What follows belongs to an exercise in optimizing a design on an open flow for small area and a short achievable clock period; a production flow would make more cautious choices.
Power and IR drop assume default switching activity.

== v6 ==
==> module float_addsub, before the edit <==
module float_addsub(
	input wire clk,
	input wire [31:0] v1,
	input wire [31:0] v2,
	input wire op,
	output wire [31:0] vres
);
	wire        s1 = v1[31];
	wire        s2 = v2[31] ^ op;
	wire [7:0]  e1 = v1[30:23];
	wire [7:0]  e2 = v2[30:23];
	wire        sub = s1 ^ s2;
	wire [30:0] bg = v1[30:0] & ~v2[30:0];
	wire [30:0] be = ~(v1[30:0] ^ v2[30:0]);
	function automatic [1:0] cmpc(input [1:0] hi, input [1:0] lo);  
		cmpc = {hi[1] | (hi[0] & lo[1]), hi[0] & lo[0]};
	endfunction
	function automatic [1:0] cmp8(input [7:0] g, input [7:0] e);
		reg [1:0] a0, a1, a2, a3, b0, b1;
		begin
			a0 = cmpc({g[1], e[1]}, {g[0], e[0]});
			a1 = cmpc({g[3], e[3]}, {g[2], e[2]});
			a2 = cmpc({g[5], e[5]}, {g[4], e[4]});
			a3 = cmpc({g[7], e[7]}, {g[6], e[6]});
			b0 = cmpc(a1, a0);
			b1 = cmpc(a3, a2);
			cmp8 = cmpc(b1, b0);
		end
	endfunction
	wire [1:0] ce  = cmp8(bg[30:23], be[30:23]);
	wire [1:0] cf2 = cmp8(bg[22:15], be[22:15]);
	wire [1:0] cf1 = cmp8(bg[14:7], be[14:7]);
	wire [1:0] cf0 = cmp8({bg[6:0], 1'b0}, {be[6:0], 1'b1});
	wire [1:0] cf  = cmpc(cf2, cmpc(cf1, cf0));
	wire        gt = ce[1] | (ce[0] & cf[1]);    
	wire        eq = ce[0] & cf[0];
	wire [7:0]  d12, d21;
	wire        c12, c21;
	ks_add #(8) ad12(.a(e1), .b(~e2), .cin(1'b1), .s(d12), .cout(c12));
	ks_add #(8) ad21(.a(e2), .b(~e1), .cin(1'b1), .s(d21), .cout(c21));
	wire [7:0]  d = c12 ? d12 : d21;         
	wire        ez = (e1 == 8'd0) | (e2 == 8'd0);      
	wire        bz = (e1 == 8'd0) & (e2 == 8'd0);      
	wire        far = ez | (d[7:5] != 3'd0) | (d[4:3] == 2'b11);
	reg         r1_s, r1_sub, r1_bz, r1_gt;
	reg  [7:0]  r1_e;
	reg  [22:0] r1_f1, r1_f2;
	reg  [4:0]  r1_sh;
	always @(posedge clk) begin
		r1_s    <= (gt ? s1 : s2) & ~(eq & sub);
		r1_sub  <= sub;
		r1_bz   <= bz;
		r1_gt   <= gt;
		r1_e    <= ce[1] ? e1 : e2;
		r1_f1   <= v1[22:0];
		r1_f2   <= v2[22:0];
		r1_sh   <= far ? 5'd31 : d[4:0];    
	end
	wire [22:0] fb = r1_gt ? r1_f1 : r1_f2;
	wire [23:0] x0 = {1'b1, r1_gt ? r1_f2 : r1_f1};
	wire [23:0] x1 = r1_sh[4] ? {16'b0, x0[23:16]} : x0;
	wire [23:0] x2 = r1_sh[3] ? {8'b0, x1[23:8]} : x1;
	reg         r2_s, r2_sub, r2_hb;
	reg  [7:0]  r2_e;
	reg  [22:0] r2_fb;
	reg  [23:0] r2_x;
	reg  [2:0]  r2_sh;
	always @(posedge clk) begin
		r2_s    <= r1_s;
		r2_sub  <= r1_sub;
		r2_hb   <= ~r1_bz;                       
		r2_e    <= r1_e + 8'd1;
		r2_fb   <= fb & {23{~r1_bz}};
		r2_x    <= x2;
		r2_sh   <= r1_sh[2:0];
	end
	wire [23:0] x3 = r2_sh[2] ? {4'b0, x2_r[23:4]} : x2_r;
	wire [23:0] x2_r = r2_x;
	wire [23:0] x4 = r2_sh[1] ? {2'b0, x3[23:2]} : x3;
	wire [23:0] x5 = r2_sh[0] ? {1'b0, x4[23:1]} : x4;
	wire [24:0] opa = {1'b0, r2_hb, r2_fb};
	wire [24:0] opb = {r2_sub, x5 ^ {24{r2_sub}}};
	wire [24:0] gen = {opa[24:1] & opb[24:1], (opa[0] & opb[0]) | ((opa[0] ^ opb[0]) & r2_sub)};
	wire [24:0] pro = opa ^ opb;
	reg         r3_s, r3_cin;
	reg  [7:0]  r3_e;
	reg  [24:0] r3_g, r3_p;
	always @(posedge clk) begin
		r3_s    <= r2_s;
		r3_cin  <= r2_sub;
		r3_e    <= r2_e;
		r3_g    <= gen;
		r3_p    <= pro;
	end
	wire [24:0] sum;
	ks_sum #(25) addm(.g(r3_g), .p(r3_p), .cin(r3_cin), .s(sum));
	reg         r4_s;
	reg  [7:0]  r4_e;
	reg  [24:0] r4_r;
	always @(posedge clk) begin
		r4_s    <= r3_s;
		r4_e    <= r3_e;
		r4_r    <= sum;
	end
	wire [4:0] lz;
	lzc25 lzm(.v(r4_r), .n(lz));
	reg         r5_s;
	reg  [7:0]  r5_e;
	reg  [24:0] r5_r;
	reg  [4:0]  r5_lz;
	always @(posedge clk) begin
		r5_s    <= r4_s;
		r5_e    <= r4_e;
		r5_r    <= r4_r;
		r5_lz   <= lz;
	end
	wire [24:0] n0 = r5_lz[4] ? {r5_r[8:0], 16'b0} : r5_r;
	wire [24:0] n1 = r5_lz[3] ? {n0[16:0], 8'b0} : n0;
	wire [24:0] n2 = r5_lz[2] ? {n1[20:0], 4'b0} : n1;
	wire [24:0] n3 = r5_lz[1] ? {n2[22:0], 2'b0} : n2;
	wire [24:0] n4 = r5_lz[0] ? {n3[23:0], 1'b0} : n3;
	wire [7:0]  ne = (r5_lz == 5'd25) ? 8'd0 : r5_e - {3'b0, r5_lz};
	reg  [31:0] r6, r7;
	always @(posedge clk) begin
		r6 <= {r5_s, ne, n4[23:1]};
		r7 <= r6;
	end
	assign vres = r7;
endmodule
Settings: LEC_CHECK=0, CAP_MARGIN=20, CORE_MARGIN=2, CORE_UTILIZATION=40, CTS_BUF_LIST=sky130_fd_sc_hd__clkbuf_16, CTS_CLUSTER_DIAMETER=100, CTS_CLUSTER_SIZE=30, SETUP_SLACK_MARGIN=1.9, SLEW_MARGIN=20; clock period 4.0 ns.
standard.sh (not shown) runs the stock make flow with config.mk's settings and CLKGATE_MAP_FILE= SYNTH_SCRIPT=/design/flow/synth_recipe.tcl, a recipe that flattens the netlist after the stock synthesis.
==> flow/flow/run.sh <==
#!/bin/bash
set -euo pipefail
export BUFFER_PORTS_ARGS="-buffer_cell sky130_fd_sc_hd__buf_2"
bash standard.sh > standard_flow.log 2>&1
Per the final summary, v6 finished and its layout is clean on timing, DRC and antenna.
Changes in v7 relative to v6:
--- a/flow/design.v
+++ b/flow/design.v
@@ -136,12 +136,11 @@
 	ks_add #(8) ad12(.a(e1), .b(~e2), .cin(1'b1), .s(d12), .cout(c12));
 	ks_add #(8) ad21(.a(e2), .b(~e1), .cin(1'b1), .s(d21), .cout(c21));
-	wire [7:0]  d = c12 ? d12 : d21;         
 	wire        ez = (e1 == 8'd0) | (e2 == 8'd0);      
 	wire        bz = (e1 == 8'd0) & (e2 == 8'd0);      
-	wire        far = ez | (d[7:5] != 3'd0) | (d[4:3] == 2'b11);
-	reg         r1_s, r1_sub, r1_bz, r1_gt;
+	reg         r1_s, r1_sub, r1_bz, r1_gt, r1_ez;
 	reg  [7:0]  r1_e;
 	reg  [22:0] r1_f1, r1_f2;
-	reg  [4:0]  r1_sh;
+	reg  [7:0]  r1_d12, r1_d21;
+	reg         r1_c12;
 	always @(posedge clk) begin
 		r1_s    <= (gt ? s1 : s2) & ~(eq & sub);
@@ -152,10 +151,16 @@
 		r1_f1   <= v1[22:0];
 		r1_f2   <= v2[22:0];
-		r1_sh   <= far ? 5'd31 : d[4:0];    
-	end
+		r1_ez   <= ez;
+		r1_d12  <= d12;                     
+		r1_d21  <= d21;                     
+		r1_c12  <= c12;                     
+	end
+	wire [7:0]  d = r1_c12 ? r1_d12 : r1_d21;         
+	wire        far = r1_ez | (d[7:5] != 3'd0) | (d[4:3] == 2'b11);
+	wire [4:0]  sh = far ? 5'd31 : d[4:0];
 	wire [22:0] fb = r1_gt ? r1_f1 : r1_f2;
 	wire [23:0] x0 = {1'b1, r1_gt ? r1_f2 : r1_f1};
-	wire [23:0] x1 = r1_sh[4] ? {16'b0, x0[23:16]} : x0;
-	wire [23:0] x2 = r1_sh[3] ? {8'b0, x1[23:8]} : x1;
+	wire [23:0] x1 = sh[4] ? {16'b0, x0[23:16]} : x0;
+	wire [23:0] x2 = sh[3] ? {8'b0, x1[23:8]} : x1;
 	reg         r2_s, r2_sub, r2_hb;
 	reg  [7:0]  r2_e;
@@ -170,5 +175,5 @@
 		r2_fb   <= fb & {23{~r1_bz}};
 		r2_x    <= x2;
-		r2_sh   <= r1_sh[2:0];
+		r2_sh   <= sh[2:0];
 	end
 	wire [23:0] x3 = r2_sh[2] ? {4'b0, x2_r[23:4]} : x2_r;
### Flow results
v7 completed every stage of the flow, and the final layout passed the timing, DRC and antenna checks.
Going from v6 to v7, worst setup margin rose by 0.51 ns, final critical delay including setup and external delays fell by 0.51 ns, share of the yosys chip area belonging to registers rose by 1.0 points, netlist area before placement rose by 1.8%.
Compared to v6, v7 has clock network fraction of total power 0.6 points lower.
| leakage power total | v7 vs v6 | worse |
Function was not checked in any run of this note: the RTL went through the layout flow alone.

## what the ideal ports hide
The flow's constraints put no driver on any port. The routed layouts listed below were extracted and timed again, unchanged, in two steps.
Step 1 assumes that a clkbuf_16 drives the clock port and a buf_2 every other input.
Step 2, shift: input delay + t, output delay - t, t = (earliest + latest rising clock arrival at the registers) / 2. This alone moves slack from input paths to output paths.
Slacks: no drivers / after step 1 / after step 2; pairs: no drivers / after step 1.
run | t, ns | setup WS [ns] | worst setup path at the end | worst register clock-pin slew, ns | pins driven straight from the clock port
v6 | 0.537 | 1.307 / 1.292 / 0.755 | input to register | 0.11 / 0.11 | 1
v7 | 0.536 | 1.821 / 1.821 / 1.496 | input to register | 0.11 / 0.11 | 1
After both steps setup and hold are still met in every run listed. The setup slack of v6, which loses most, moves by -0.015 ns with the drivers and by -0.552 ns with both steps.
